This is an optimization exercise on Yosys and OpenROAD, whose aim is small area, not a production implementation.
At most, simulation tests tie the RTL to the original design; equivalence was not proved.
Only the layout flow was run in runs 1, 2 and 6; the RTL was not checked for function there.
No driver is modelled on the clock port, so clocking that relies on it looks cheaper here than on a real chip.
No activity file was given, so power comes from the tool's default toggle rates.

File: flow/design.v
module top(
    input  logic        clk,
    input  logic        SW,          
    input  logic [63:0] pattern,     
    output logic        _48b         
);
    logic reset;
    assign reset = ~SW;
    logic [63:0] ra, ry;             
    logic [5:0]  d;                  
    logic        tpar;               
    logic        pol;
    logic        fresh;
    logic        inpass;             
    logic [9:1]  L;                  
    logic        E;                  
    logic [7:0]  R0;                 
    assign pol = ~tpar;
    logic ld;
    assign ld = reset & fresh;
    logic a0, a1, a7, a8, a9, a15;
    assign a0  = ra[0]  ^ pol;
    assign a1  = ra[1]  ^ pol;
    assign a7  = ra[7]  ^ pol;
    assign a8  = ra[8]  ^ pol;
    assign a9  = ra[9]  ^ pol;
    assign a15 = ra[15] ^ pol;
    logic h_alive;                   
    logic t1, t7, t8, t9, t15;       
    assign h_alive = a0  & (ry[0]  | fresh);
    assign t1      = a1  & (ry[1]  | fresh);
    assign t7      = a7  & (ry[7]  | fresh);
    assign t8      = a8  & (ry[8]  | fresh);
    assign t9      = a9  & (ry[9]  | fresh);
    assign t15     = a15 & (ry[15] | fresh);
    logic c0, c7, r0, r7;
    assign c0 = (d[2:0] == 3'd0);
    assign c7 = (d[2:0] == 3'd7);
    assign r0 = (d[5:3] == 3'd0);
    assign r7 = (d[5:3] == 3'd7);
    logic nul, nu, nur, nl, nr, ndl, nd, ndr;
    assign nul = c0 ? L[1]  : L[9];
    assign nu  = L[8];
    assign nur = c7 ? E     : L[7];
    assign nl  = c0 ? t7    : L[1];
    assign nr  = c7 ? L[7]  : t1;
    assign ndl = r7 ? R0[0] : (c0 ? t15 : t7);
    assign nd  = r7 ? R0[7] : t8;
    assign ndr = r7 ? R0[6] : (c7 ? t1 : t9);
    logic [3:0] n;
    assign n = nul + nu + nur + nl + nr + ndl + nd + ndr;
    logic h_dead1, h_dead2, new_alive, new_a, new_y;
    assign h_dead1   = ~a0 & ry[0] & ~fresh;
    assign h_dead2   = a0 & ~ry[0] & ~fresh;
    assign new_alive = (n[3:1] == 3'b001) & (n[0] | h_alive);
    assign new_a     = new_alive | h_dead1;
    assign new_y     = new_alive | h_alive;
    always_ff @(posedge clk) begin
        for (int k = 0; k < 63; k++)
            ra[k] <= ~((ld | ra[k+1]) & (SW | pattern[k]));
        ra[63] <= ~((ld | (inpass ? new_a ^ pol : ra[0])) & (SW | pattern[63]));
        ry <= {inpass ? new_y : ry[0], ry[63:1]};
        L  <= {L[8:1], h_alive};
        if (c0) E <= L[8];
        R0 <= {R0[6:0], (inpass & r0) ? h_alive : R0[7]};
    end
    logic [2:0] m;
    logic       sh, sd;
    logic [4:0] w;
    logic       idle, fpar;
    logic [2:0] blk;
    logic       N, CB;
    logic mend, we, wlast, slot_end, frame_end, idle_end, enter_gap;
    assign mend      = m[2] & ~m[1];
    assign we        = mend & ~sh & ~sd;
    assign wlast     = we & (w == 5'd31);
    assign slot_end  = wlast & ~idle;
    assign frame_end = slot_end & (d[4:0] == 5'd1) & (d[5] == fpar);
    assign idle_end  = wlast & idle & blk[2];
    assign enter_gap = (slot_end & ~frame_end) | idle_end;
    always_ff @(posedge clk) begin
        if (reset) begin
            m <= 3'b100; sh <= 1'b0; sd <= 1'b0; w <= 5'd31;
            idle <= 1'b1; blk <= 3'd4; fpar <= 1'b0; d <= 6'd0; tpar <= 1'b0;
        end else begin
            m <= {m[1] | enter_gap, m[0] | enter_gap, ~(m[2] | m[1] | enter_gap)};
            if (mend) begin
                sh <= ~sh & ~sd & ~enter_gap;
                sd <= sh;
            end
            if (we) w <= enter_gap ? 5'd7 : w + 5'd1;
            if (frame_end) begin
                idle <= 1'b1; fpar <= ~fpar;
            end else if (idle_end) begin
                idle <= 1'b0; blk <= 3'd0;
            end else if (wlast && idle) blk <= blk + 3'd1;
            if (!slot_end) d <= d + 6'd1;
            tpar <= ~tpar;
        end
    end
    always_ff @(posedge clk) begin
        if (reset) begin
            inpass <= 1'b0; fresh <= 1'b1;
        end else if (d == 6'd63) begin
            inpass <= idle & (blk == 3'd0) & (w[4:2] == 3'b001);
            if (inpass) fresh <= 1'b0;
        end
    end
    logic n_in;
    always_comb begin
        if (idle) n_in = h_alive;
        else case (w[4:3])
            2'd1: n_in = h_dead2;        
            2'd2: n_in = h_dead1;        
            2'd3: n_in = t1;             
            default: n_in = h_alive;     
        endcase
    end
    always_ff @(posedge clk) begin
        if (d == 6'd0) N <= n_in;
        if (we && w[2:0] == 3'd7) CB <= N;
    end
    assign _48b = ~idle & (sh | (sd & CB));
endmodule
File: flow/flow/run.sh
#!/bin/bash
# Standard layout, with the port buffers made of the smallest buffer cell,
# a clock tree of small buffers without dummy loads, and the clock buffers
# that drive slow edges upsized after clock tree synthesis.
set -euo pipefail
here=$(pwd)
export BUFFER_PORTS_ARGS="-buffer_cell sky130_fd_sc_hd__buf_1"
export CTS_ARGS="-sink_clustering_enable -repair_clock_nets -dont_use_dummy_load -buf_list sky130_fd_sc_hd__clkbuf_4"
export POST_CTS_TCL="$here/flow/post_cts.tcl"
bash standard.sh > standard.log 2>&1
File: flow/flow/post_cts.tcl
# Upsize the clock buffers whose flip-flop loads would see a slow clock edge.
estimate_parasitics -placement
set upsized 0
foreach inst [get_cells clkbuf*] {
  if { [get_property $inst ref_name] != "sky130_fd_sc_hd__clkbuf_4" } { continue }
  set net [get_nets -of_objects [get_pins [get_full_name $inst]/X]]
  set worst 0
  foreach p [get_pins -of_objects $net -filter "direction == input"] {
    foreach prop {slew_max_rise slew_max_fall} {
      set s [get_property $p $prop]
      if { $s > $worst } { set worst $s }
    }
  }
  if { $worst > 0.122 } {
    puts "post_cts: upsizing [get_full_name $inst] (worst load slew $worst ns)"
    replace_cell $inst sky130_fd_sc_hd__clkbuf_8
    incr upsized
  }
}
if { $upsized > 0 } {
  detailed_placement
  check_placement -verbose
  estimate_parasitics -placement
}
File: flow/standard.sh
#!/bin/bash
# synth_recipe.tcl (not shown) runs the flow's synth.tcl, then flattens the netlist and writes it again
# the make line also repeats each setting of config.mk as NAME=value (left out here)
make -C /OpenROAD-flow-scripts/flow DESIGN_CONFIG=/design/flow/config.mk WORK_HOME=/design/flow/orfs CLKGATE_MAP_FILE= SYNTH_SCRIPT=/design/flow/synth_recipe.tcl "${@:-finish}"
File: flow/config.mk
export PLATFORM = sky130hd
export DESIGN_NAME = top
export DESIGN_NICKNAME = top
export VERILOG_FILES = /design/flow/design.v
export SDC_FILE = /design/flow/constraint.sdc
export NUM_CORES = 4
export LEC_CHECK = 0
export CAP_MARGIN = 20
export CORE_MARGIN = 2
export CORE_UTILIZATION = 40
export SLEW_MARGIN = 20
File: flow/constraint.sdc
create_clock -name core_clock -period 10.0 [get_ports {clk}]
set_input_delay 2.0000 -clock core_clock [delete_from_list [all_inputs] [get_ports {clk}]]
set_output_delay 2.0000 -clock core_clock [all_outputs]
set_load 0.01 [all_outputs]
==> results of run 1 <==
[logic make-up (layout without fill, tap and decap cells)]
kind of cell             after synthesis  in the layout  synth area share, %
flip-flops                           172            172                 67.2
AO/OA/AOI/OAI                        102            102                 12.4
AND/OR/NAND/NOR                       85             85                 9.34
buffers and inverters                 36             99                 2.64
adder cells (fa/ha/maj)               16             16                 4.45
XOR/XNOR                              13             13                 2.20
multiplexers                           9              9                 1.81
[worst min path at each step]
stage | from | endpoint | slack, ns
after global placement | ry[5]$_DFF_P_ | ry[4]$_DFF_P_ | 0.31
after global routing | ry[46]$_DFF_P_ | ry[45]$_DFF_P_ | 0.31
after floorplan | L[2]$_DFF_P_ | L[3]$_DFF_P_ | 0.31
final | ry[49]$_DFF_P_ | ry[48]$_DFF_P_ | 0.30
after detailed placement | ry[23]$_DFF_P_ | ry[22]$_DFF_P_ | 0.31
[flip-flops by register name, indices dropped and copies added, names as in the netlist, 3 cells and up]
name / cells
ra: 64
ry: 64
L: 9
R0: 8
d: 6
w: 5
blk: 3
m: 3
[cell usage after synthesis, types with 2 or more instances]
| library cell | n | area, sq um |
|---|---|---|
| dfxtp_1 | 169 | 3380 |
| o22ai_1 | 64 | 400 |
| nor2_1 | 18 | 67.6 |
| clkbuf_1 | 16 | 60.1 |
| inv_1 | 14 | 52.6 |
| a21oi_1 | 12 | 60.1 |
| ha_1 | 12 | 150 |
| nand2_1 | 12 | 45.0 |
| o21ai_0 | 12 | 60.1 |
| nor2b_1 | 11 | 68.8 |
| nand3_1 | 9 | 45.0 |
| xnor2_1 | 8 | 70.1 |
| nor3_1 | 7 | 35.0 |
| mux2i_1 | 6 | 60.1 |
| and2_1 | 5 | 31.3 |
| buf_1 | 5 | 18.8 |
| xor2_1 | 5 | 43.8 |
| and3_1 | 4 | 25.0 |
| fa_1 | 4 | 80.1 |
| nand2b_1 | 4 | 25.0 |
| edfxtp_1 | 3 | 90.1 |
| mux2_2 | 3 | 33.8 |
| nand4_1 | 3 | 18.8 |
| nor3b_1 | 3 | 22.5 |
| o211ai_1 | 2 | 15.0 |
| o21a_1 | 2 | 15.0 |
[per-stage QoR]
stage	area, sq um	hold WS (ns)	power (mW)
after global routing	5730	0.305	1.56
after global placement	5580	0.310	1.16
final	5730	0.301	1.45
after floorplan	5170	0.310	1.10
after detailed placement	5580	0.312	1.17
[area by class of cell]
class | count | area (sq um)
fillers | 1211 | 6890
repair buffers | 68 | 264
well taps | 172 | 215
flip-flops and latches | 172 | 3470
multi-input cells | 225 | 1570
inverters | 14 | 52.6
clock buffers | 17 | 159
[metal layers]
metal  GRT usage, %  vias up  share of wire [%]
li1               -     1647                  -
met4           5.12        0                1.2
met2           20.1       69                 46
met1           17.6     1495                 48
met3           5.04       11                5.2
met5              0        -                  0
[critical path, cell delays in order, from the launching register on]
cell and delay, ns:
dfxtp_1 0.69, xor2_1 0.16, nor3_1 0.19, a21oi_1 0.07, fa_1 0.48, inv_1 0.05
fa_1 0.53, inv_1 0.06, fa_1 0.54, inv_1 0.04, ha_1 0.21, fa_1 0.43
and3_1 0.19, o21a_1 0.22, o311ai_0 0.36, o31ai_1 0.12
[power by group]
part	internal [mW]	switching, mW
logic	0.174	0.196
clock network	0.101	0.183
registers	0.751	0.0419
==> run summary, run 1 <==
outcome timing/DRC/antenna clean; CTS clk-pin slew, worst paths about 0.11 ns; antenna violations before repair 0; Detailed Route Iter0 Violations approximately 160; drt wl/cell 12.9 um; share of cells above drive strength 1 under 10%; final setup violation count 0; via count of the first global-routing pass 3243; Global Route Usage Sum between 10% and 20%; Critical Path Fanout Max 15; RSZ-0062 raised after global routing false; reg2reg end ra[63]$_DFF_P_; PwrDens roughly 250 nW/um^2; Avg Vias per Cell 4.82; DRC violations left 0; global-route wire length before repair 15.0 mm; most common cell after layout, fill and taps aside dfxtp_1; worst r2r src tpar$_SDFF_PN0_; die height about 120 um; Netlist cell types 46; Yosys warnings 1; HPWL after DPL 5.75 mm; cell count after synthesis 433; Syn Nets 515; most frequent cells in the layout dfxtp_1, buf_1, o22ai_1, nor2_1, inv_1; async set-reset flop share out of synthesis 0%; insertion delay to the later sink of the worst-skew pair 0.41 ns; Slew @ Worst Pin 0.830 ns; number of synthesized flops with an enable pin 3; min Tclk post-route 4.51 ns; Antenna diodes 0; dpl ws around 5.6 ns; Leak 2.22 nW; Vias 3222; core area 12600 sq um; Synth Flop Type dfxtp_1; setup ws final 5.49 ns; Synth-to-Final Area Change 10.9%; Clock Sinks 172; WHS Path Cells 0; CTS tree yes; largest net degree at the start of global routing 90; FMAX 0.222 GHz; die area 13900 sq um; CP startpoint tpar$_SDFF_PN0_; Routed Antenna Nets 0; Slew Viols, Final 0; Post-Route WL ~8.6 mm; IO Pins 67; Final Hold Vio Count 0; Layout Cells excl Fill 668; Critical Path RT 10.26 ns; Final period util 45.1%; Overflow after GRT 0; layout net count 580; Max-slew headroom 44.7%; DP Cell Count 651; CP endpoint ra[63]$_DFF_P_; WS Path Type reg -> reg; Max Cap Violations 0; FP Rows about 40; die width roughly 120 um; drt pass-1 iters 4; flop2flop setup slack roughly 5.5 ns; Crit. End Element flip-flop; clk_skew 0.0336 ns; Worst setup SP type flip-flop; #FFs+latches synth about 170; Initial Utilization roughly 41%; routability cong. 0.786; sequential element share of the synthesized area 67.2%; VDD IR-drop max 0.000132 V; Netlist Area Pre-Place about 5200 sq um; fin util a little under half; worst hold path class reg -> reg; setup TNS 0 ns; synthesized area per cell approximately 12 sq um; Data arrival, critical path 4.77 ns; cells on worst reg2reg path 15; PortBufs 66
==> inputs of run 2 (changes only) <==
--- a/flow/design.v
+++ b/flow/design.v
@@ -64,36 +64,35 @@
         if (c0) E <= L[8];
         R0 <= {R0[6:0], (inpass & r0) ? h_alive : R0[7]};
     end
-    logic [2:0] m;
+    logic [3:0] ph;                  
     logic       sh, sd;
     logic [4:0] w;
     logic       idle, fpar;
     logic [2:0] blk;
     logic       N, CB;
-    logic mend, we, wlast, slot_end, frame_end, idle_end, enter_gap;
-    assign mend      = m[2] & ~m[1];
-    assign we        = mend & ~sh & ~sd;
+    logic we, wlast, slot_end, frame_end, idle_end, enter_gap;
+    assign we        = (ph == 4'd1);
+    assign sh        = (ph == 4'd2) | (ph == 4'd4) | (ph == 4'd9) | (ph == 4'd3) | (ph == 4'd6);
+    assign sd        = (ph == 4'd13) | (ph == 4'd10) | (ph == 4'd5) | (ph == 4'd11) | (ph == 4'd7);
     assign wlast     = we & (w == 5'd31);
     assign slot_end  = wlast & ~idle;
     assign frame_end = slot_end & (d[4:0] == 5'd1) & (d[5] == fpar);
     assign idle_end  = wlast & idle & blk[2];
     assign enter_gap = (slot_end & ~frame_end) | idle_end;
+    logic restart;
+    assign restart = idle_end | reset;
     always_ff @(posedge clk) begin
+        ph <= reset ? 4'd12 : enter_gap ? 4'd8 : {ph[2:0], ph[3] ^ ph[2]};
+        if (reset || enter_gap) w <= 5'd7;
+        else if (we) w <= w + 5'd1;
+        if (restart) begin
+            idle <= 1'b0; blk <= 3'd0;
+        end else if (frame_end) idle <= 1'b1;
+        else if (wlast && idle) blk <= blk + 3'd1;
         if (reset) begin
-            m <= 3'b100; sh <= 1'b0; sd <= 1'b0; w <= 5'd31;
-            idle <= 1'b1; blk <= 3'd4; fpar <= 1'b0; d <= 6'd0; tpar <= 1'b0;
+            fpar <= 1'b0; d <= 6'd0; tpar <= 1'b0;
         end else begin
-            m <= {m[1] | enter_gap, m[0] | enter_gap, ~(m[2] | m[1] | enter_gap)};
-            if (mend) begin
-                sh <= ~sh & ~sd & ~enter_gap;
-                sd <= sh;
-            end
-            if (we) w <= enter_gap ? 5'd7 : w + 5'd1;
-            if (frame_end) begin
-                idle <= 1'b1; fpar <= ~fpar;
-            end else if (idle_end) begin
-                idle <= 1'b0; blk <= 3'd0;
-            end else if (wlast && idle) blk <= blk + 3'd1;
+            if (frame_end) fpar <= ~fpar;
             if (!slot_end) d <= d + 6'd1;
             tpar <= ~tpar;
         end
==> run 2 against run 1 <==
  * Routed wire length rose by 4.8%
  * Sequential power fell by 6.8%
  * Non-clock buffer count did not move
  * Maximum frequency rose by 4.1%
  * Area after synthesis rose by 0.73%
  * Utilization fell by 0.085 points
  * Power fell by 16%
  * Combinational power fell by 48%
  * Critical path type unchanged
  * Largest cell class unchanged
==> run summary, run 2 <==
outcome timing/DRC/antenna clean (unchanged); Global Route Usage Sum 14.0% (was 13.4%); setup TNS 0 ns (unchanged); Avg Vias per Cell 4.84 (was 4.82); WS Path Type reg -> reg (unchanged); most frequent cell after synthesis dfxtp_1 (unchanged); total power 1.22 mW (was 1.45 mW); PortBufs 66 (unchanged); Netlist cell types 48 (was 46); Hold Path End ry[59]$_DFF_P_ (was ry[48]$_DFF_P_); drt wl/cell 13.5 um (was 12.9 um); Routed Antenna Nets 0 (unchanged); Yosys top cell area share 64.6% (was 65.4%); Crit. End Element flip-flop (unchanged); worst hold start ry[60]$_DFF_P_ (was ry[49]$_DFF_P_); reg2reg end ra[63]$_DFF_P_ (unchanged); most frequent cells in the layout dfxtp_1, buf_1, o22ai_1, inv_1 (was dfxtp_1, buf_1, o22ai_1, nor2_1, inv_1); hold slack final 0.301 ns (about the same); drt pass-1 iters 4 (unchanged); CTS tree yes (unchanged); most common cell after layout, fill and taps aside dfxtp_1 (unchanged); async set-reset flop share out of synthesis 0% (unchanged); Synth Flop Type dfxtp_1 (unchanged); Synth-to-Final Area Change 10.3% (was 10.9%); Max Cap Violations 0 (unchanged); Vias 3258 (was 3222); Netlist Area Pre-Place 5210 sq um (was 5170 sq um); die height 118 um (about the same); fin area 5750 sq um (was 5730 sq um); area leader, netlist dfxtp_1 (unchanged); final setup violation count 0 (unchanged); worst r2r src tpar$_SDFF_PN0_ (unchanged); cell count after synthesis 440 (was 433); core area 12700 sq um (was 12600 sq um); Syn Nets 526 (was 515); Detailed Route Iter0 Violations 147 (was 156); Data arrival, critical path 4.65 ns (was 4.77 ns); die width 118 um (about the same); layout net count 589 (was 580); largest net degree at the start of global routing 82 (was 90); clk_skew 0.0351 ns (was 0.0336 ns); RSZ-0062 raised after global routing false (unchanged); Yosys warnings 1 (unchanged); Critical Path Fanout Max 15 (unchanged); Filler cells 1221 (was 1211); Worst setup SP type flip-flop (unchanged); HPWL after DPL 6.08 mm (was 5.75 mm); Post-Route WL 9.06 mm (was 8.64 mm); Slew Viols, Final 0 (unchanged); FMAX 0.231 GHz (was 0.222 GHz); Critical Path RT 10.32 ns (was 10.26 ns); CTS clk-pin slew, worst paths 0.11 ns (about the same); dpl cell area 5590 sq um (was 5580 sq um); VDD IR-drop max 0.0000995 V (was 0.000132 V); Final Hold Vio Count 0 (unchanged); flop2flop setup slack 5.67 ns (was 5.49 ns); biggest regs ra x64, ry x64, L x9 (unchanged); routability cong. 0.840 (was 0.786); synthesized area per cell 11.8 sq um (was 11.9 sq um); IO Pins 67 (unchanged); WHS Path Cells 0 (unchanged); PwrDens 213 nW/um^2 (was 252 nW/um^2); share of cells above drive strength 1 5.99% (was 6.45%); #FFs+latches synth 171 (was 172); Clock Sinks 171 (was 172); sequential element share of the synthesized area 66.3% (was 67.2%); most area-consuming cells after synthesis dfxtp_1, o22ai_1, ha_1, edfxtp_1, xnor2_1 (was dfxtp_1, o22ai_1, ha_1, edfxtp_1, fa_1); Leak 2.25 nW (was 2.22 nW); insertion delay to the later sink of the worst-skew pair 0.43 ns (was 0.41 ns); Antenna diodes 0 (unchanged); number of synthesized flops with an enable pin 3 (unchanged); Final period util 43.3% (was 45.1%); Max-slew headroom 48.6% (was 44.7%); antenna violations before repair 0 (unchanged); DRC violations left 0 (unchanged); Overflow after GRT 0 (unchanged); via count of the first global-routing pass 3248 (was 3243); Slew @ Worst Pin 0.771 ns (was 0.830 ns); cells on worst reg2reg path 15 (unchanged); worst hold path class reg -> reg (unchanged); FP Rows 41 (unchanged); die area 14000 sq um (was 13900 sq um); Initial Utilization 41.1% (was 41.0%); min Tclk post-route 4.33 ns (was 4.51 ns); top cells by count, synth dfxtp_1, o22ai_1, inv_1, nor2_1 (was dfxtp_1, o22ai_1, nor2_1, clkbuf_1, inv_1); global-route wire length before repair 15.5 mm (was 15.0 mm)
==> run 2: how the worst max path moves through the flow <==
| stage | slack (ns) | start | to | cells past startpoint |
|---|---|---|---|---|
| 2_1_floorplan | 5.91 | d[0]$_SDFFE_PN0N_ | ra[63]$_DFF_P_ | 17 |
| 3_3_place_gp | 5.82 | tpar$_SDFF_PN0_ | ra[63]$_DFF_P_ | 15 |
| 3_5_place_dp | 5.67 | tpar$_SDFF_PN0_ | ra[63]$_DFF_P_ | 15 |
| 5_1_grt | 5.38 | tpar$_SDFF_PN0_ | ra[63]$_DFF_P_ | 15 |
| 6_report | 5.67 | tpar$_SDFF_PN0_ | ra[63]$_DFF_P_ | 15 |
==> run 2: final cells by class <==
class | count | area [sq um] | area share (%)
inverter | 17 | 63.8 | 1.11
multi-input combinational | 228 | 1590 | 27.7
tap | 172 | 215 | 3.74
timing repair buffer | 68 | 264 | 4.59
sequential | 171 | 3450 | 60.1
clock buffer | 17 | 159 | 2.77
==> run 2: critical path: stages, from the launching register on <==
cell and delay (ns):
dfxtp_1 0.69, xor2_1 0.16, nor3_1 0.19, a21oi_1 0.08, fa_1 0.52, inv_1 0.07, fa_1 0.54, inv_1 0.06
fa_1 0.53, inv_1 0.04, ha_1 0.21, fa_1 0.44, and3_1 0.19, o21a_1 0.22, mux2i_1 0.13, o31ai_1 0.21
==> run 2: cells by family (layout without fill, tap and decap cells) <==
family	count (synthesis)	after routing	share of synthesized area [%]
flip-flops	171	171	66.3
AO/OA/AOI/OAI	104	104	12.7
AND/OR/NAND/NOR	84	84	8.77
buffers and inverters	41	102	3.31
adder cells (fa/ha/maj)	20	20	5.38
XOR/XNOR	13	13	2.19
multiplexers	7	7	1.39
==> run 2: per-layer routing <==
| layer | vias up | part of all wire (%) | wire length, um | GRT usage (%) |
|---|---|---|---|---|
| li1 | 1665 | - | - | - |
| met1 | 1499 | 49 | 4430 | 18.6 |
| met2 | 78 | 43 | 3940 | 20.0 |
| met3 | 16 | 5.6 | 511 | 5.18 |
| met4 | 0 | 1.9 | 176 | 6.78 |
| met5 | - | 0 | 0 | 0 |
==> run 2: power breakdown <==
part	internal, mW	switching (mW)
Sequential	0.721	0.0179
Combinational	0.0902	0.103
Clock	0.101	0.189
Total	0.912	0.310
==> run 2: stage by stage <==
step,utilization (%),std cells,setup slack [ns]
global placement,44.1,656,5.82
floorplan,-,440,5.91
global route,45.4,673,5.38
detailed placement,44.1,656,5.67
finish,45.4,673,5.67
==> inputs of run 3 (changes only) <==
--- a/flow/design.v
+++ b/flow/design.v
@@ -47,12 +47,16 @@
     assign ndl = r7 ? R0[0] : (c0 ? t15 : t7);
     assign nd  = r7 ? R0[7] : t8;
     assign ndr = r7 ? R0[6] : (c7 ? t1 : t9);
-    logic [3:0] n;
-    assign n = nul + nu + nur + nl + nr + ndl + nd + ndr;
+    logic u0, u1, b0, b1, s0, s1, z0, z1, one;
+    assign {u1, u0} = nul + nu + nur;
+    assign {b1, b0} = ndl + nd + ndr;
+    assign {s1, s0} = nl + nr;
+    assign {z1, z0} = u0 + b0 + s0;
+    assign one = ((z1 ^ u1) & ~(b1 | s1)) | ((b1 ^ s1) & ~(z1 | u1));
     logic h_dead1, h_dead2, new_alive, new_a, new_y;
     assign h_dead1   = ~a0 & ry[0] & ~fresh;
     assign h_dead2   = a0 & ~ry[0] & ~fresh;
-    assign new_alive = (n[3:1] == 3'b001) & (n[0] | h_alive);
+    assign new_alive = one & (z0 | h_alive);
     assign new_a     = new_alive | h_dead1;
     assign new_y     = new_alive | h_alive;
     always_ff @(posedge clk) begin
@@ -83,19 +87,12 @@
     assign restart = idle_end | reset;
     always_ff @(posedge clk) begin
         ph <= reset ? 4'd12 : enter_gap ? 4'd8 : {ph[2:0], ph[3] ^ ph[2]};
-        if (reset || enter_gap) w <= 5'd7;
-        else if (we) w <= w + 5'd1;
-        if (restart) begin
-            idle <= 1'b0; blk <= 3'd0;
-        end else if (frame_end) idle <= 1'b1;
-        else if (wlast && idle) blk <= blk + 3'd1;
-        if (reset) begin
-            fpar <= 1'b0; d <= 6'd0; tpar <= 1'b0;
-        end else begin
-            if (frame_end) fpar <= ~fpar;
-            if (!slot_end) d <= d + 6'd1;
-            tpar <= ~tpar;
-        end
+        w <= (reset | enter_gap) ? 5'd7 : w + {4'd0, we};
+        blk <= restart ? 3'd0 : blk + {2'd0, wlast & idle};
+        idle <= ~restart & (idle | frame_end);
+        fpar <= ~reset & (fpar ^ frame_end);
+        d <= reset ? 6'd0 : d + {5'd0, ~slot_end};
+        tpar <= ~(reset | tpar);
     end
     always_ff @(posedge clk) begin
         if (reset) begin
--- a/flow/config.mk
+++ b/flow/config.mk
@@ -5,7 +5,7 @@
 export SDC_FILE = /design/flow/constraint.sdc
 export NUM_CORES = 4
 export LEC_CHECK = 0
-export CAP_MARGIN = 20
+export CAP_MARGIN = 0
 export CORE_MARGIN = 2
 export CORE_UTILIZATION = 40
-export SLEW_MARGIN = 20
+export SLEW_MARGIN = 0
==> run 3 against run 2 <==
  * First-iteration DRC count down 39%
  * Flip-flop and latch count stayed put
  * Largest power group unchanged
  * Sequential power down 0.5%
  * Combinational power shrank 47%
  * Sequential share of layout area is 1.8 points higher
  * Register-to-register slack gained 0.81 ns
  * Clock skew about the same
==> run summary, run 3 <==
die width 116 um (was 118 um); Yosys top cell area share 66.8% (was 64.6%); Synth Flop Type dfxtp_1 (unchanged); DP Cell Count 620 (was 656); area of the multi-input gates 1440 sq um (was 1590 sq um); Final Hold Vio Count 0 (unchanged); top cells by count, synth dfxtp_1, o22ai_1, inv_1, ha_1, xnor2_1 (was dfxtp_1, o22ai_1, inv_1, nor2_1); Critical Path RT 8.00 ns (was 10.32 ns); insertion delay to the later sink of the worst-skew pair 0.42 ns (was 0.43 ns); Post-Route WL 8.27 mm (was 9.06 mm); Post-Synth Adder-Cell Area 4.42% (was 5.38%); clk_skew 0.0351 ns (about the same); total power 1.12 mW (was 1.22 mW); layout net count 553 (was 589); DRC violations left 0 (unchanged); CTS clk-pin slew, worst paths 0.09 ns (was 0.11 ns); global-route wire length before repair 14.2 mm (was 15.5 mm); HPWL after DPL 5.55 mm (was 6.08 mm); area leader, netlist dfxtp_1 (unchanged); RSZ-0062 raised after global routing false (unchanged); sequential element share of the synthesized area 68.6% (was 66.3%); flop2flop setup slack 6.48 ns (was 5.67 ns); Slew Viols, Final 0 (unchanged); Clock Sinks 171 (unchanged); Leak 2.20 nW (was 2.25 nW); met1 Track Usage GR 17.9% (was 18.6%); biggest regs ra x64, ry x64, L x9 (unchanged); Detailed Route Iter0 Violations 89 (was 147); Netlist Area Pre-Place 5040 sq um (was 5210 sq um); WS Path Type reg -> out (was reg -> reg); Synth Area in XOR/XNOR 2.43% (was 2.19%); Overflow after GRT 0 (unchanged); synthesized area per cell 12.5 sq um (was 11.8 sq um); most frequent cells in the layout dfxtp_1, buf_1, o22ai_1, inv_1 (unchanged); GR Util met2 19.9% (was 20.0%); Critical Path Fanout Max 3 (was 15); most common cell after layout, fill and taps aside dfxtp_1 (unchanged); Routed Antenna Nets 0 (unchanged); PwrDens 200 nW/um^2 (was 213 nW/um^2); post-synthesis mux area share 1.19% (was 1.39%); FP Rows 40 (was 41); M3 GR Usage 6.23% (was 5.18%); antenna violations before repair 0 (unchanged); Filler cells 1149 (was 1221); worst hold path class reg -> reg (unchanged); share of cells above drive strength 1 6.40% (was 5.99%); Initial Utilization 41.4% (was 41.1%); most frequent cell after synthesis dfxtp_1 (unchanged); Netlist cell types 46 (was 48); Top Usage Layer GRT met2 (unchanged); largest family of logic cells by synthesized area compound AO/OA/AOI/OAI gates (unchanged); outcome timing/DRC/antenna clean (unchanged); Layout Cells excl Fill 637 (was 673); Max-slew headroom 50.4% (was 48.6%); final setup violation count 0 (unchanged); min Tclk post-route 3.83 ns (was 4.33 ns); CTS tree yes (unchanged); Antenna diodes 0 (unchanged); compound-gate portion of the synthesized area 12.8% (was 12.7%); Worst setup SP type flip-flop (unchanged); core area 12200 sq um (was 12700 sq um); die height 116 um (was 118 um); Syn Nets 485 (was 526); Final period util 38.3% (was 43.3%); number of synthesized flops with an enable pin 3 (unchanged); setup TNS 0 ns (unchanged); Slew @ Worst Pin 0.744 ns (was 0.771 ns); Crit. End Element primary output (was flip-flop); via count of the first global-routing pass 3001 (was 3248); drt wl/cell 13.0 um (was 13.5 um); Global Route Usage Sum 13.8% (was 14.0%); Data arrival, critical path 1.83 ns (was 4.65 ns); storage element area 3450 sq um (unchanged); IO Pins 67 (unchanged); Vias 2987 (was 3258); routability cong. 0.726 (was 0.840); largest net degree at the start of global routing 79 (was 82); async set-reset flop share out of synthesis 0% (unchanged); die area 13500 sq um (was 14000 sq um); Max Cap Violations 0 (unchanged); FMAX 0.261 GHz (was 0.231 GHz); drt pass-1 iters 4 (unchanged); #FFs+latches synth 171 (unchanged); Synth-to-Final Area Change 10.8% (was 10.3%); Post-Synth Simple-Gate Area 7.50% (was 8.77%); PortBufs 66 (unchanged); most area-consuming cells after synthesis dfxtp_1, o22ai_1, ha_1, xnor2_1, edfxtp_1 (was dfxtp_1, o22ai_1, ha_1, edfxtp_1, xnor2_1); cell count after synthesis 403 (was 440); Yosys warnings 1 (unchanged); Avg Vias per Cell 4.69 (was 4.84); VDD IR-drop max 0.000132 V (was 0.0000995 V)
[run 3: final cells by class]
class                           instances  share of cell area, %
Sequential cell                       171                   61.9
Multi-Input combinational cell        196                   25.7
Timing Repair Buffer                   68                   4.73
Tap cell                              168                   3.77
Clock buffer                           17                   2.74
Inverter                               17                   1.14
[run 3: worst paths after layout]
path               startpoint  depth (start not counted)              to
min reg2reg    ry[45]$_DFF_P_                          0  ry[44]$_DFF_P_
min            ry[45]$_DFF_P_                          0  ry[44]$_DFF_P_
max          ph[2]$_SDFF_PN1_                          6            _48b
max reg2reg      tpar$_DFF_P_                         13  ra[63]$_DFF_P_
[run 3: kinds of logic after synthesis]
family | Yosys count
AOI/OAI and AO/OA | 97
xor gates and xnor gates | 14
adders and majority gates | 16
buffers and inverters | 36
DFF | 171
muxes | 6
and+or+nand+nor | 63
[run 3: worst max-delay path, cell delays in order (launching register included)]
cell and delay (ns):
dfxtp_1 0.37, inv_1 0.08, ha_1 0.25, a21o_1 0.17
a222oi_1 0.33, nor2_1 0.09, buf_1 0.14
[run 3: stage by stage]
stage / hold WS [ns] / instance area [sq um] / setup WS [ns] / utilization (%)
5_1_grt: 0.313 / 5580 / 6.00 / 45.9
3_3_place_gp: 0.311 / 5430 / 6.43 / 44.6
2_1_floorplan: 0.310 / 5040 / 6.72 / -
6_report: 0.304 / 5580 / 6.17 / 45.9
3_5_place_dp: 0.312 / 5430 / 6.36 / 44.6
[run 3: report_power, final]
group | switching [mW] | internal [mW] | leakage (nW)
clock | 0.183 | 0.0964 | 0.0886
sequential | 0.0163 | 0.719 | 1.41
combinational | 0.0520 | 0.0499 | 0.696
total | 0.251 | 0.865 | 2.20
[run 3: layer usage]
layer  part of all wire, %  wire, um  up-vias
li1                      -         -     1554
met1                    49      4060     1363
met2                    44      3600       65
met3                   6.3       524        5
met4                   1.0        86        0
met5                     0         0        -
==> inputs of run 4 (changes only) <==
--- a/flow/config.mk
+++ b/flow/config.mk
@@ -5,7 +5,7 @@
 export SDC_FILE = /design/flow/constraint.sdc
 export NUM_CORES = 4
 export LEC_CHECK = 0
-export CAP_MARGIN = 0
+export CAP_MARGIN = 20
 export CORE_MARGIN = 2
 export CORE_UTILIZATION = 40
-export SLEW_MARGIN = 0
+export SLEW_MARGIN = 20
==> run 4 against run 3 <==
  * Still clean
  * Routed wire length unchanged
  * Critical path depth unchanged
  * Non-clock buffer count unchanged
  * Synthesized cell count unchanged
  * Clock power about the same
  * Hold slack unchanged
  * Critical endpoint unchanged
  * Largest cell class unchanged
  * Largest power group unchanged
  * Highest routed layer unchanged
==> run summary, run 4 <==
most frequent cell after synthesis dfxtp_1 (unchanged); insertion delay to the later sink of the worst-skew pair 0.42 ns (about the same); Final period util 38.3% (unchanged); layout net count 553 (unchanged); Routed Antenna Nets 0 (unchanged); flop2flop setup slack 6.48 ns (about the same); Clock Sinks 171 (unchanged); die area 13500 sq um (unchanged); Crit. End Element primary output (unchanged); Global Route Usage Sum 13.8% (unchanged); CTS clk-pin slew, worst paths 0.09 ns (about the same); most common cell after layout, fill and taps aside dfxtp_1 (unchanged); worst hold path class reg -> reg (unchanged); drt wl/cell 13.0 um (unchanged); Slew @ Worst Pin 0.744 ns (unchanged); async set-reset flop share out of synthesis 0% (unchanged); PortBufs 66 (unchanged); RSZ-0062 raised after global routing false (unchanged); worst r2r src tpar$_DFF_P_ (unchanged); via count of the first global-routing pass 3001 (unchanged); Final Hold Vio Count 0 (unchanged); outcome timing/DRC/antenna clean (unchanged); switching share of total power 22.5% (unchanged); Yosys warnings 1 (unchanged); drt pass-1 iters 4 (unchanged); clock network power share 25.0% (about the same); Worst setup SP type flip-flop (unchanged); IO Pins 67 (unchanged); most area-consuming cells after synthesis dfxtp_1, o22ai_1, ha_1, xnor2_1, edfxtp_1 (unchanged); FMAX 0.261 GHz (unchanged); cell count after synthesis 403 (unchanged); Leak 2.20 nW (unchanged); Max Cap Violations 0 (unchanged); number of synthesized flops with an enable pin 3 (unchanged); total power 1.12 mW (unchanged); worst hold start ry[45]$_DFF_P_ (unchanged); CP startpoint ph[2]$_SDFF_PN1_ (unchanged); synthesized area per cell 12.5 sq um (unchanged); Hold Path End ry[44]$_DFF_P_ (unchanged); largest net degree at the start of global routing 79 (unchanged); FP Rows 40 (unchanged); Yosys top cell area share 66.8% (unchanged); Syn Nets 485 (unchanged); Critical Path Fanout Max 3 (unchanged); Post-Route WL 8.27 mm (unchanged); Netlist Area Pre-Place 5040 sq um (unchanged); share of cells above drive strength 1 6.40% (unchanged); DRC violations left 0 (unchanged); Vias 2987 (unchanged); Critical Path RT 8.00 ns (about the same); clk_skew 0.0351 ns (unchanged); min Tclk post-route 3.83 ns (unchanged); Pint 0.865 mW (unchanged); sequential element share of the synthesized area 68.6% (unchanged); Detailed Route Iter0 Violations 89 (unchanged); PwrDens 200 nW/um^2 (unchanged); reg2reg end ra[63]$_DFF_P_ (unchanged); core area 12200 sq um (unchanged); #FFs+latches synth 171 (unchanged); die width 116 um (unchanged); crit-path cells inv_1, ha_1, a21o_1, a222oi_1, nor2_1, buf_1 (unchanged); Netlist cell types 46 (unchanged); Max-slew headroom 50.4% (unchanged); global-route wire length before repair 14.2 mm (unchanged); VDD IR-drop max 0.000132 V (unchanged); Data arrival, critical path 1.83 ns (about the same); area leader, netlist dfxtp_1 (unchanged); Crit path largest cell delay 0.37 ns (about the same); cells on worst reg2reg path 13 (unchanged); final setup violation count 0 (unchanged); die height 116 um (unchanged); power share of the combinational group 9.1% (about the same); sequential power share 65.8% (about the same); Synth-to-Final Area Change 10.8% (unchanged); WHS Path Cells 0 (unchanged); Psw 0.251 mW (unchanged); Overflow after GRT 0 (unchanged); slowest CP cell dfxtp_1 (unchanged); Synth Flop Type dfxtp_1 (unchanged); fin util 45.9% (unchanged); setup TNS 0 ns (unchanged); Slew Viols, Final 0 (unchanged); CTS tree yes (unchanged); Avg Vias per Cell 4.69 (unchanged); top cells by count, synth dfxtp_1, o22ai_1, inv_1, ha_1, xnor2_1 (unchanged); routability cong. 0.726 (unchanged); HPWL after DPL 5.55 mm (unchanged); biggest regs ra x64, ry x64, L x9 (unchanged); WS Path Type reg -> out (unchanged); antenna violations before repair 0 (unchanged); most frequent cells in the layout dfxtp_1, buf_1, o22ai_1, inv_1 (unchanged); Antenna diodes 0 (unchanged); Initial Utilization 41.4% (unchanged)
## run 4: cell counts after synthesis
No cell type changed its count.
## run 4: how the worst max path moves through the flow
stage                endpoint  slack [ns]  cells past startpoint
5_1_grt                  _48b        6.00                      6
3_3_place_gp   ra[24]$_DFF_P_        6.43                      5
2_1_floorplan  ra[63]$_DFF_P_        6.72                     14
3_5_place_dp   ra[23]$_DFF_P_        6.36                      5
6_report                 _48b        6.17                      6
## run 4: cells by family (layout without fill, tap and decap cells)
kind of cell	count (synthesis)	in the layout	synth area share, %
compound gates	97	97	12.8
simple gates	63	63	7.50
xor+xnor	14	14	2.43
buf+inv	36	102	3.08
flops	171	171	68.6
mux	6	6	1.19
fa+ha+maj	16	16	4.42
## run 4: area by class of cell
type                       count  area (sq um)
clock buffer                  17           153
multi-input combinational    196          1440
sequential                   171          3450
fill                        1149          6580
timing repair buffer          68           264
inverter                      17          63.8
tap                          168           210
## run 4: layer usage
metal  vias to the layer above  routed length [um]  part of all wire, %  GRT usage (%)
met5                         -                   0                    0              0
met4                         0                  86                  1.0           6.19
met3                         5                 524                  6.3           6.23
met2                        65                3600                   44           19.9
met1                      1363                4060                   49           17.9
li1                       1554                   -                    -              -
## run 4: critical path: cells and delay by family, from the launching register on
kind | cells | cell delay [ns]
compound gates | 2 | 0.50
fa+ha+maj | 1 | 0.25
buf+inv | 2 | 0.22
flops | 1 | 0.37
simple gates | 1 | 0.09
## run 4: per-stage QoR
step | hold slack [ns] | worst slack (ns) | std cells | area (sq um)
finish | 0.304 | 6.17 | 637 | 5580
global route | 0.313 | 6.00 | 637 | 5580
detailed placement | 0.312 | 6.36 | 620 | 5430
global placement | 0.311 | 6.43 | 620 | 5430
floorplan | 0.310 | 6.72 | 403 | 5040
## run 4: power by group through the flow
| stage | Sequential (mW) | Clock (mW) | Combinational (mW) |
|---|---|---|---|
| finish | 0.735 | 0.279 | 0.102 |
| global route | 0.739 | 0.324 | 0.119 |
| detailed placement | 0.750 | 0 | 0.103 |
| global placement | 0.749 | 0 | 0.100 |
| floorplan | 0.744 | 0 | 0.0785 |
==> inputs of run 5 (changes only) <==
--- a/flow/flow/post_cts.tcl
+++ b/flow/flow/post_cts.tcl
@@ -1,5 +1,7 @@
-# Upsize the clock buffers whose flip-flop loads would see a slow clock edge.
+# After clock tree synthesis: trade the ample setup slack for smaller cells,
+# then upsize the clock buffers whose flip-flop loads would see a slow edge.
 estimate_parasitics -placement
+repair_timing -recover_power 100 -setup_margin 1.0
 set upsized 0
 foreach inst [get_cells clkbuf*] {
   if { [get_property $inst ref_name] != "sky130_fd_sc_hd__clkbuf_4" } { continue }
@@ -17,8 +19,6 @@
     incr upsized
   }
 }
-if { $upsized > 0 } {
-  detailed_placement
-  check_placement -verbose
-  estimate_parasitics -placement
-}
+detailed_placement
+check_placement -verbose
+estimate_parasitics -placement
==> run 5 against run 4 <==
  * Still clean
  * Critical path depth did not move
  * Die area unchanged
  * Synthesized cell count stayed put
  * Non-clock buffer count rose by 1
  * Area after synthesis unchanged
  * First-iteration DRC count rose by 20%
  * Combinational power hardly changed
  * Via count about the same
  * Critical endpoint unchanged
  * Largest cell class unchanged
  * Highest routed layer unchanged
==> run summary, run 5 <==
outcome timing/DRC/antenna clean (unchanged); switching share of total power 22.4% (was 22.5%); WHS Path Cells 0 (unchanged); Final period util 38.0% (was 38.3%); flop2flop setup slack 6.24 ns (was 6.48 ns); delay-heaviest family, CP compound AO/OA/AOI/OAI gates (unchanged); crit path buf inv count 2 (unchanged); Overflow after GRT 0 (unchanged); DP Cell Count 620 (unchanged); DRC violations left 0 (unchanged); core area 12200 sq um (unchanged); slowest CP cell dfxtp_1 (unchanged); Leak 2.17 nW (was 2.20 nW); Slew Viols, Final 0 (unchanged); Data arrival, critical path 1.80 ns (was 1.83 ns); Detailed Route Iter0 Violations 107 (was 89); die height 116 um (unchanged); Avg Vias per Cell 4.68 (was 4.69); Psw 0.250 mW (was 0.251 mW); Final Hold Vio Count 0 (unchanged); RSZ-0062 raised after global routing false (unchanged); global-route wire length before repair 14.2 mm (about the same); layout net count 554 (was 553); clk_skew 0.0343 ns (was 0.0351 ns); crit-path cells inv_1, ha_1, a21o_1, a222oi_1, nor2_1, buf_1 (unchanged); PortBufs 66 (unchanged); power share of the combinational group 9.1% (about the same); fin util 45.6% (was 45.9%); Netlist Area Pre-Place 5040 sq um (unchanged); Worst setup SP type flip-flop (unchanged); Yosys warnings 1 (unchanged); share of cells above drive strength 1 5.53% (was 6.40%); PwrDens 201 nW/um^2 (was 200 nW/um^2); Max Cap Violations 0 (unchanged); Post-Route WL 8.23 mm (was 8.27 mm); insertion delay to the later sink of the worst-skew pair 0.42 ns (about the same); min Tclk post-route 3.80 ns (was 3.83 ns); dpl ws 6.36 ns (unchanged); biggest regs ra x64, ry x64, L x9 (unchanged); VDD IR-drop max 0.000130 V (was 0.000132 V); met2 WL 3.61 mm (was 3.60 mm); WS Path Type reg -> out (unchanged); CTS tree yes (unchanged); HPWL after DPL 5.55 mm (unchanged); Filler cells 1162 (was 1149); Antenna diodes 0 (unchanged); async set-reset flop share out of synthesis 0% (unchanged); most common cell after layout, fill and taps aside dfxtp_1 (unchanged); FP Rows 40 (unchanged); Pint 0.865 mW (about the same); die area 13500 sq um (unchanged); FMAX 0.263 GHz (was 0.261 GHz); IO Pins 67 (unchanged); Synth Flop Type dfxtp_1 (unchanged); setup ws final 6.20 ns (was 6.17 ns); antenna violations before repair 0 (unchanged); cells on worst reg2reg path 13 (unchanged); cell count after synthesis 403 (unchanged); CTS clk-pin slew, worst paths 0.09 ns (about the same); Initial Utilization 41.4% (unchanged); most area-consuming cells after synthesis dfxtp_1, o22ai_1, ha_1, xnor2_1, edfxtp_1 (unchanged); metal3 WL 499 um (was 524 um); #FFs+latches synth 171 (unchanged); top cells by count, synth dfxtp_1, o22ai_1, inv_1, ha_1, xnor2_1 (unchanged); number of synthesized flops with an enable pin 3 (unchanged); setup TNS 0 ns (unchanged); Crit path largest cell delay 0.37 ns (about the same); clock network power share 25.0% (about the same); dpl cell area 5430 sq um (unchanged); worst hold path class reg -> reg (unchanged); M1 wire length 4.01 mm (was 4.06 mm); Crit. End Element primary output (unchanged); synthesized area per cell 12.5 sq um (unchanged); drt pass-1 iters 4 (unchanged); Global Route Usage Sum 13.8% (about the same); Netlist cell types 46 (unchanged); WP depth 6 (unchanged); Yosys top cell area share 66.8% (unchanged); Routed Antenna Nets 0 (unchanged); Vias 2985 (was 2987); Synth-to-Final Area Change 10.2% (was 10.8%); via count of the first global-routing pass 3007 (was 3001); routability cong. 0.726 (unchanged); Clock Sinks 171 (unchanged); largest net degree at the start of global routing 79 (unchanged); Max-slew headroom 45.5% (was 50.4%); area leader, netlist dfxtp_1 (unchanged); most frequent cells in the layout dfxtp_1, buf_1, o22ai_1, inv_1, clkbuf_4 (was dfxtp_1, buf_1, o22ai_1, inv_1); die width 116 um (unchanged); final setup violation count 0 (unchanged); Critical Path RT 8.00 ns (about the same); sequential power share 65.9% (was 65.8%); most frequent cell after synthesis dfxtp_1 (unchanged); fin area 5550 sq um (was 5580 sq um); sequential element share of the synthesized area 68.6% (unchanged); drt wl/cell 12.9 um (was 13.0 um); Layout Cells excl Fill 638 (was 637); Slew @ Worst Pin 0.807 ns (was 0.744 ns); Syn Nets 485 (unchanged); Top Metal Used met4 (unchanged); Critical Path Fanout Max 3 (unchanged)
[run 5: power by group through the flow]
stage / registers (mW) / clock network [mW] / logic (mW)
finish: 0.734 / 0.279 / 0.101
global route: 0.738 / 0.324 / 0.118
detailed placement: 0.750 / 0 / 0.103
global placement: 0.749 / 0 / 0.100
floorplan: 0.744 / 0 / 0.0785
[run 5: cell families (layout without fill, tap and decap cells)]
logic type | count (synthesis) | count (layout) | share of synthesized area (%)
DFF | 171 | 171 | 68.6
muxes | 6 | 6 | 1.19
xor gates and xnor gates | 14 | 14 | 2.43
adders and majority gates | 16 | 16 | 4.42
buffers and inverters | 36 | 103 | 3.08
and+or+nand+nor | 63 | 63 | 7.50
AOI/OAI and AO/OA | 97 | 97 | 12.8
[run 5: layout make-up]
| cell class | count | area [sq um] | share of cell area [%] |
|---|---|---|---|
| sequential | 171 | 3450 | 62.2 |
| multi-input combinational | 196 | 1390 | 25.0 |
| timing repair buffer | 69 | 282 | 5.07 |
| tap | 168 | 210 | 3.79 |
| clock buffer | 17 | 153 | 2.75 |
| inverter | 17 | 63.8 | 1.15 |
[run 5: routing by layer]
| metal | up-vias | global-route usage [%] |
|---|---|---|
| li1 | 1550 | - |
| met1 | 1369 | 17.9 |
| met2 | 59 | 20.0 |
| met3 | 7 | 5.92 |
| met4 | 0 | 6.27 |
| met5 | - | 0 |
[run 5: worst paths after layout]
path | start | endpoint
setup / recovery | ph[2]$_SDFF_PN1_ | _48b
hold / removal | ry[45]$_DFF_P_ | ry[44]$_DFF_P_
setup reg to reg | d[1]$_SDFF_PN0_ | ra[63]$_DFF_P_
hold reg to reg | ry[45]$_DFF_P_ | ry[44]$_DFF_P_
[run 5: metrics by stage]
stage | power [mW] | hold slack [ns]
2_1_floorplan | 0.822 | 0.310
5_1_grt | 1.18 | 0.313
3_3_place_gp | 0.850 | 0.311
6_report | 1.11 | 0.304
3_5_place_dp | 0.853 | 0.312
==> inputs of run 6 (changes only) <==
--- a/flow/design.v
+++ b/flow/design.v
@@ -38,19 +38,16 @@
     assign c7 = (d[2:0] == 3'd7);
     assign r0 = (d[5:3] == 3'd0);
     assign r7 = (d[5:3] == 3'd7);
-    logic nul, nu, nur, nl, nr, ndl, nd, ndr;
-    assign nul = c0 ? L[1]  : L[9];
-    assign nu  = L[8];
-    assign nur = c7 ? E     : L[7];
-    assign nl  = c0 ? t7    : L[1];
-    assign nr  = c7 ? L[7]  : t1;
-    assign ndl = r7 ? R0[0] : (c0 ? t15 : t7);
-    assign nd  = r7 ? R0[7] : t8;
-    assign ndr = r7 ? R0[6] : (c7 ? t1 : t9);
+    logic cl1, cl2, cr1, cr2, cm;
+    assign cl1 = c0 ? t7 : L[9];
+    assign cl2 = r7 ? R0[0] : (c0 ? t15 : t7);
+    assign cr1 = c7 ? E : t1;
+    assign cr2 = r7 ? R0[6] : (c7 ? t1 : t9);
+    assign cm  = r7 ? R0[7] : t8;
     logic u0, u1, b0, b1, s0, s1, z0, z1, one;
-    assign {u1, u0} = nul + nu + nur;
-    assign {b1, b0} = ndl + nd + ndr;
-    assign {s1, s0} = nl + nr;
+    assign {u1, u0} = L[1] + cl1 + cl2;
+    assign {b1, b0} = L[7] + cr1 + cr2;
+    assign {s1, s0} = L[8] + cm;
     assign {z1, z0} = u0 + b0 + s0;
     assign one = ((z1 ^ u1) & ~(b1 | s1)) | ((b1 ^ s1) & ~(z1 | u1));
     logic h_dead1, h_dead2, new_alive, new_a, new_y;
==> run 6 against run 5 <==
  * Clock power is essentially flat
  * Via count grew 2.3%
  * Register-to-register slack lost 0.06 ns
  * Power grew 0.33%
  * Flip-flop and latch count is the same
  * Routed wire length grew 4.7%
  * Sequential power is essentially flat
  * Utilization grew 0.16 points
  * Highest routed layer unchanged
  * Final cell count grew 0.16%
  * Die area shrank 0.27%
  * Synthesized cell count grew 0.25%
==> run summary, run 6 <==
outcome timing/DRC/antenna clean (unchanged); most common cell after layout, fill and taps aside dfxtp_1 (unchanged); antenna violations before repair 0 (unchanged); Overflow after GRT 0 (unchanged); global-route wire length before repair 14.8 mm (was 14.2 mm); Antenna diodes 0 (unchanged); drt pass-1 iters 4 (unchanged); reg2reg end ra[63]$_DFF_P_ (unchanged); largest net degree at the start of global routing 79 (unchanged); Vias 3054 (was 2985); Crit path largest cell delay 0.78 ns (was 0.37 ns); metal3 WL 429 um (was 499 um); most frequent cells in the layout dfxtp_1, buf_1, o22ai_1, inv_1, clkbuf_4 (unchanged); FMAX 0.258 GHz (was 0.263 GHz); setup TNS 0 ns (unchanged); Data arrival, critical path 4.14 ns (was 1.80 ns); drt wl/cell 13.5 um (was 12.9 um); routability cong. 0.766 (was 0.726); top cells by count, synth dfxtp_1, o22ai_1, inv_1, ha_1 (was dfxtp_1, o22ai_1, inv_1, ha_1, xnor2_1); async set-reset flop share out of synthesis 0% (unchanged); Final Hold Vio Count 0 (unchanged); fin area 5550 sq um (about the same); most frequent cell after synthesis dfxtp_1 (unchanged); sequential element share of the synthesized area 68.7% (was 68.6%); Max-slew headroom 44.9% (was 45.5%); biggest regs ra x64, ry x64, L x9 (unchanged); Max Cap Violations 0 (unchanged); M1 wire length 4.27 mm (was 4.01 mm); Post-Route WL 8.62 mm (was 8.23 mm); Syn Nets 486 (was 485); Yosys warnings 1 (unchanged); dpl cell area 5420 sq um (was 5430 sq um); cells on worst reg2reg path 13 (unchanged); total power 1.12 mW (was 1.11 mW); PwrDens 202 nW/um^2 (was 201 nW/um^2); clk_skew 0.0274 ns (was 0.0343 ns); most area-consuming cells after synthesis dfxtp_1, o22ai_1, ha_1, xnor2_1, edfxtp_1 (unchanged); flop2flop setup slack 6.18 ns (was 6.24 ns); Slew Viols, Final 0 (unchanged); Initial Utilization 41.5% (was 41.4%); #FFs+latches synth 171 (unchanged); worst r2r src d[1]$_SDFF_PN0_ (unchanged); HPWL after DPL 5.76 mm (was 5.55 mm); Top Metal Used met4 (unchanged); Detailed Route Iter0 Violations 180 (was 107); via count of the first global-routing pass 3064 (was 3007); area leader, netlist dfxtp_1 (unchanged); most frequent CP cell clkbuf_2; Synth-to-Final Area Change 10.4% (was 10.2%); Clock Sinks 171 (unchanged); CTS tree yes (unchanged); Hold Path End ry[20]$_DFF_P_ (was ry[44]$_DFF_P_); crit path buf inv count 4 (was 2); Global Route Usage Sum 14.6% (was 13.8%); final setup violation count 0 (unchanged); DRC violations left 0 (unchanged); min Tclk post-route 3.88 ns (was 3.80 ns); worst hold path class reg -> reg (unchanged); number of synthesized flops with an enable pin 3 (unchanged); synthesized area per cell 12.4 sq um (was 12.5 sq um); Avg Vias per Cell 4.78 (was 4.68); FP Rows 40 (unchanged); Critical Path RT 10.27 ns (was 8.00 ns); CTS clk-pin slew, worst paths 0.12 ns (was 0.09 ns); VDD IR-drop max 0.000101 V (was 0.000130 V); Final period util 38.8% (was 38.0%); Netlist Area Pre-Place 5020 sq um (was 5040 sq um); Yosys top cell area share 66.9% (was 66.8%); Leak 2.10 nW (was 2.17 nW); WS Path Type in -> reg (was reg -> out); die area 13500 sq um (about the same); share of cells above drive strength 1 5.94% (was 5.53%); crit-path cells clkbuf_2, clkbuf_4, nor2b_1, clkbuf_2, buf_12, o22ai_1 (was inv_1, ha_1, a21o_1, a222oi_1, nor2_1, buf_1); IO Pins 67 (unchanged); core area 12100 sq um (was 12200 sq um); layout net count 555 (was 554); delay-heaviest family, CP buffers and inverters (was compound AO/OA/AOI/OAI gates); die height 116 um (about the same); Netlist cell types 44 (was 46); RSZ-0062 raised after global routing false (unchanged); PortBufs 66 (unchanged); Critical Path Fanout Max 78 (was 3); WHS Path Cells 0 (unchanged); worst hold start ry[21]$_DFF_P_ (was ry[45]$_DFF_P_); slowest CP cell nor2b_1 (was dfxtp_1); met2 WL 3.73 mm (was 3.61 mm); Synth Flop Type dfxtp_1 (unchanged); Worst setup SP type input pin (was flip-flop); Routed Antenna Nets 0 (unchanged); die width 116 um (about the same); Slew @ Worst Pin 0.820 ns (was 0.807 ns); insertion delay to the later sink of the worst-skew pair 0.43 ns (was 0.42 ns); Crit. End Element flip-flop (was primary output); cell count after synthesis 404 (was 403)
-- run 6: cell count changes after synthesis, moves of 2 or more --
cell | before | now
a21boi_0 | 2 | 0
o21ai_0 | 11 | 9
mux2i_1 | 6 | 2
mux2_2 | 0 | 3
o21ai_1 | 0 | 3
buf_2 | 10 | 12
a21oi_1 | 3 | 6
o211ai_1 | 4 | 6
-- run 6: routing by layer --
| metal | global-route usage, % | vias up |
|---|---|---|
| li1 | - | 1559 |
| met1 | 19.5 | 1414 |
| met2 | 21.2 | 67 |
| met3 | 5.23 | 14 |
| met4 | 7.14 | 0 |
| met5 | 0 | - |
-- run 6: worst register-to-register path: stages (launching register included) --
cell and delay (ns):
dfxtp_1 0.37, nor3_1 0.70, o211ai_1 0.22, o211ai_1 0.15
o21ai_0 0.16, fa_1 0.53, inv_1 0.06, fa_1 0.40
inv_1 0.06, ha_1 0.22, a22o_1 0.28, mux2_2 0.27
a41oi_1 0.18, o21ai_0 0.11
-- run 6: worst max-delay path by stage --
stage	cells after the start	slack [ns]	start	endpoint
2_1_floorplan	14	6.81	tpar$_DFF_P_	ra[63]$_DFF_P_
3_3_place_gp	5	6.44	SW	ra[53]$_DFF_P_
3_5_place_dp	5	6.32	SW	ra[54]$_DFF_P_
5_1_grt	13	5.85	d[1]$_SDFF_PN0_	ra[63]$_DFF_P_
6_report	6	6.12	SW	ra[52]$_DFF_P_
-- run 6: cells by family after synthesis --
| logic type | Yosys count | synth area share, % |
|---|---|---|
| XOR/XNOR | 14 | 2.44 |
| adder cells (fa/ha/maj) | 16 | 4.43 |
| multiplexers | 5 | 1.07 |
| flip-flops | 171 | 68.7 |
| buffers and inverters | 36 | 2.99 |
| AO/OA/AOI/OAI | 98 | 12.7 |
| AND/OR/NAND/NOR | 64 | 7.67 |
-- run 6: layout make-up --
type                       count  area [sq um]
inverter                      17          63.8
timing repair buffer          69           282
clock buffer                  17           140
multi-input combinational    197          1400
fill                        1195          6570
sequential                   171          3450
tap                          168           210
-- run 6: power by group --
part           internal (mW)  leakage, nW  switching [mW]  total (mW)
logic                 0.0493        0.602          0.0560       0.105
clock network         0.0879       0.0834           0.190       0.278
registers              0.719         1.41          0.0161       0.735
-- run 6: stage by stage --
step | setup WS [ns] | std cells | utilization (%) | hold slack, ns
floorplan | 6.81 | 404 | - | 0.310
global placement | 6.44 | 621 | 44.7 | 0.310
detailed placement | 6.32 | 621 | 44.7 | 0.312
global route | 5.85 | 639 | 45.8 | 0.331
finish | 6.12 | 639 | 45.8 | 0.314
==> inputs of run 7 (changes only) <==
--- a/flow/design.v
+++ b/flow/design.v
@@ -68,13 +68,14 @@
     logic [3:0] ph;                  
     logic       sh, sd;
     logic [4:0] w;
-    logic       idle, fpar;
+    logic       idle, fpar;          
     logic [2:0] blk;
     logic       N, CB;
     logic we, wlast, slot_end, frame_end, idle_end, enter_gap;
     assign we        = (ph == 4'd1);
     assign sh        = (ph == 4'd2) | (ph == 4'd4) | (ph == 4'd9) | (ph == 4'd3) | (ph == 4'd6);
     assign sd        = (ph == 4'd13) | (ph == 4'd10) | (ph == 4'd5) | (ph == 4'd11) | (ph == 4'd7);
+    assign idle      = ~&blk;
     assign wlast     = we & (w == 5'd31);
     assign slot_end  = wlast & ~idle;
     assign frame_end = slot_end & (d[4:0] == 5'd1) & (d[5] == fpar);
@@ -85,8 +86,7 @@
     always_ff @(posedge clk) begin
         ph <= reset ? 4'd12 : enter_gap ? 4'd8 : {ph[2:0], ph[3] ^ ph[2]};
         w <= (reset | enter_gap) ? 5'd7 : w + {4'd0, we};
-        blk <= restart ? 3'd0 : blk + {2'd0, wlast & idle};
-        idle <= ~restart & (idle | frame_end);
+        blk <= restart ? 3'd7 : blk + {2'd0, wlast & (idle | frame_end)};
         fpar <= ~reset & (fpar ^ frame_end);
         d <= reset ? 6'd0 : d + {5'd0, ~slot_end};
         tpar <= ~(reset | tpar);
@@ -95,7 +95,7 @@
         if (reset) begin
             inpass <= 1'b0; fresh <= 1'b1;
         end else if (d == 6'd63) begin
-            inpass <= idle & (blk == 3'd0) & (w[4:2] == 3'b001);
+            inpass <= (blk == 3'd0) & (w[4:2] == 3'b001);
             if (inpass) fresh <= 1'b0;
         end
     end
==> run 7 against run 6 <==
  * Register-to-register slack better by 0.32 ns
  * Largest cell class unchanged
  * Hold slack worse by 0.0012 ns
  * Critical path type unchanged
  * Critical endpoint is now ra[63]$_DFF_P_
  * Clock power hardly changed
  * Still clean
  * Via count is 0.79% lower
  * Worst setup slack better by 0.052 ns
  * Die area is 1.4% lower
  * Utilization is 0.069 points lower
  * Synthesized cell count is 0.50% lower
  * First-iteration DRC count is 37% lower
  * Final cell count is 0.16% lower
  * Maximum frequency is 1.4% higher
==> run summary, run 7 <==
outcome timing/DRC/antenna clean (unchanged); Worst setup SP type input pin (unchanged); clk_skew 0.0280 ns (was 0.0274 ns); Netlist cell types 46 (was 44); area leader, netlist dfxtp_1 (unchanged); via count of the first global-routing pass 3002 (was 3064); slowest CP cell nor2b_1 (unchanged); VDD IR-drop max 0.0000955 V (was 0.000101 V); HPWL after DPL 5.69 mm (was 5.76 mm); worst hold path class reg -> reg (unchanged); Leak 2.08 nW (was 2.10 nW); die area 13300 sq um (was 13500 sq um); number of synthesized flops with an enable pin 3 (unchanged); final setup violation count 0 (unchanged); FP Rows 40 (unchanged); PortBufs 66 (unchanged); crit-path cells clkbuf_2, clkbuf_4, nor2b_1, clkbuf_2, buf_12, o22ai_1, o31a_1 (was clkbuf_2, clkbuf_4, nor2b_1, clkbuf_2, buf_12, o22ai_1); worst r2r src d[1]$_SDFF_PN0_ (unchanged); cells on worst reg2reg path 13 (unchanged); most common cell after layout, fill and taps aside dfxtp_1 (unchanged); async set-reset flop share out of synthesis 0% (unchanged); Overflow after GRT 0 (unchanged); Synth Flop Type dfxtp_1 (unchanged); sequential element share of the synthesized area 69.4% (was 68.7%); Final period util 38.3% (was 38.8%); Slew @ Worst Pin 0.753 ns (was 0.820 ns); cell count after synthesis 402 (was 404); die height 115 um (was 116 um); Global Route Usage Sum 13.8% (was 14.6%); global-route wire length before repair 14.1 mm (was 14.8 mm); most frequent cells in the layout dfxtp_1, buf_1, o22ai_1, clkbuf_4 (was dfxtp_1, buf_1, o22ai_1, inv_1, clkbuf_4); Crit path largest cell delay 0.71 ns (was 0.78 ns); DRC violations left 0 (unchanged); Data arrival, critical path 4.15 ns (was 4.14 ns); Critical Path RT 10.32 ns (was 10.27 ns); biggest regs ra x64, ry x64, L x9 (unchanged); Routed Antenna Nets 0 (unchanged); WS Path Type in -> reg (unchanged); Yosys warnings 1 (unchanged); flop2flop setup slack 6.50 ns (was 6.18 ns); Detailed Route Iter0 Violations 114 (was 180); most frequent cell after synthesis dfxtp_1 (unchanged); largest net degree at the start of global routing 72 (was 79); CP endpoint ra[63]$_DFF_P_ (was ra[52]$_DFF_P_); total power 1.12 mW (about the same); FMAX 0.261 GHz (was 0.258 GHz); Yosys top cell area share 67.6% (was 66.9%); reg2reg end ra[63]$_DFF_P_ (unchanged); Post-Route WL 8.39 mm (was 8.62 mm); setup TNS 0 ns (unchanged); drt pass-1 iters 4 (unchanged); layout net count 554 (was 555); Antenna diodes 0 (unchanged); PwrDens 204 nW/um^2 (was 202 nW/um^2); CTS tree yes (unchanged); RSZ-0062 raised after global routing false (unchanged); #FFs+latches synth 170 (was 171); most area-consuming cells after synthesis dfxtp_1, o22ai_1, ha_1, xnor2_1, edfxtp_1 (unchanged); routability cong. 0.768 (was 0.766); CP startpoint SW (unchanged); Clock Sinks 170 (was 171); min Tclk post-route 3.83 ns (was 3.88 ns); Crit. End Element flip-flop (unchanged); synthesized area per cell 12.3 sq um (was 12.4 sq um); IO Pins 67 (unchanged); most frequent CP cell clkbuf_2 (unchanged); Initial Utilization 41.0% (was 41.5%); Critical Path Fanout Max 71 (was 78); Avg Vias per Cell 4.75 (was 4.78); Netlist Area Pre-Place 4950 sq um (was 5020 sq um); Max Cap Violations 0 (unchanged); Final Hold Vio Count 0 (unchanged); share of cells above drive strength 1 6.17% (was 5.94%); antenna violations before repair 0 (unchanged); top cells by count, synth dfxtp_1, o22ai_1, ha_1, inv_1, nand3_1 (was dfxtp_1, o22ai_1, inv_1, ha_1); Syn Nets 484 (was 486); Slew Viols, Final 0 (unchanged); Vias 3030 (was 3054); core area 12100 sq um (about the same); Max-slew headroom 49.8% (was 44.9%); Synth-to-Final Area Change 11.5% (was 10.4%); drt wl/cell 13.2 um (was 13.5 um); insertion delay to the later sink of the worst-skew pair 0.42 ns (was 0.43 ns); CTS clk-pin slew, worst paths 0.11 ns (was 0.12 ns); die width 115 um (was 116 um)
run 7: changes by cell type in the layout (fill, tap and decap cells not counted), sizes merged, moves of 2 or more:
| cell | before | now |
|---|---|---|
| nand3 | 8 | 13 |
| and2 | 12 | 8 |
| inv | 17 | 13 |
| or2 | 0 | 2 |
run 7: cells by family (layout without fill, tap and decap cells):
family / count (synthesis) / in the layout / synth area share [%]
flip-flops: 170 / 170 / 69.4
AO/OA/AOI/OAI: 99 / 99 / 12.7
AND/OR/NAND/NOR: 68 / 68 / 7.64
buffers and inverters: 31 / 99 / 2.43
adder cells (fa/ha/maj): 16 / 16 / 4.50
XOR/XNOR: 14 / 14 / 2.48
multiplexers: 4 / 4 / 0.860
run 7: worst min-delay path by stage:
stage	depth (start not counted)	endpoint	slack, ns	start
after floorplan	0	L[3]$_DFF_P_	0.31	L[2]$_DFF_P_
after global placement	0	ry[3]$_DFF_P_	0.31	ry[4]$_DFF_P_
after detailed placement	0	R0[5]$_DFF_P_	0.31	R0[4]$_DFF_P_
after global routing	0	ry[46]$_DFF_P_	0.31	ry[47]$_DFF_P_
final	0	R0[4]$_DFF_P_	0.31	R0[3]$_DFF_P_
run 7: metal layers:
metal	track usage, %	share of wire (%)	vias to the layer above	wire [um]
li1	-	-	1563	-
met1	18.4	50	1393	4220
met2	19.6	42	60	3550
met3	5.38	5.3	14	447
met4	6.51	2.1	0	176
met5	0	0	-	0
run 7: layout make-up:
cell class	instances	area (sq um)
Fill cell	1132	6550
Sequential cell	170	3430
Multi-Input combinational cell	201	1400
Timing Repair Buffer	69	282
Tap cell	168	210
Clock buffer	17	146
Inverter	13	48.8
run 7: power breakdown:
group	internal, mW	switching [mW]	total, mW
logic	0.0551	0.0586	0.114
clock network	0.0921	0.184	0.276
registers	0.717	0.0167	0.734
total	0.864	0.259	1.12
run 7: worst max-delay path, delay by kind of cell:
kind / cells / cell delay (ns)
compound gates: 2 / 0.24
buf+inv: 4 / 1.14
simple gates: 1 / 0.71
run 7: through the flow:
| step | cells | setup slack (ns) | instance area [sq um] | util, % | hold slack (ns) |
|---|---|---|---|---|---|
| floorplan | 402 | 6.83 | 4950 | - | 0.310 |
| global route | 638 | 6.00 | 5520 | 45.7 | 0.307 |
| global placement | 620 | 6.35 | 5360 | 44.4 | 0.311 |
| finish | 638 | 6.17 | 5520 | 45.7 | 0.313 |
| detailed placement | 620 | 6.30 | 5360 | 44.4 | 0.312 |

## separate check: timing with driven ports
The flow's constraints put no driver on any port. The routed layouts listed below were extracted and timed again, unchanged, in two steps.
Step 1 sets driving cells, clkbuf_16 on the clock port and buf_2 on the other inputs (assumed; they add their load-dependent delay and slew).
Step 2 adds t to the input delays and takes it off the output delays; t is the mean of the earliest and latest rising clock arrival at the registers after step 1. Input paths then give back, and output paths get back, about the clock's delay inside the block.
a / b / c = ideal ports / drivers / drivers and shift; a / b = the first two.
run | t, ns | setup slack, ns | pins driven straight from the clock port
run 1 | 0.427 | 5.486 / 5.486 / 5.486 | 1
run 2 | 0.442 | 5.665 / 5.665 / 5.665 | 1
run 3 | 0.432 | 6.167 / 6.134 / 6.371 | 1
run 4 | 0.432 | 6.167 / 6.134 / 6.371 | 1
run 5 | 0.434 | 6.204 / 6.171 / 5.784 | 1
run 6 | 0.449 | 6.122 / 6.127 / 5.685 | 1
run 7 | 0.441 | 6.174 / 6.163 / 5.748 | 1
After both steps setup and hold are still met in every run listed. The setup slack of run 6, which loses most, moves by +0.005 ns with the drivers and by -0.437 ns with both steps.
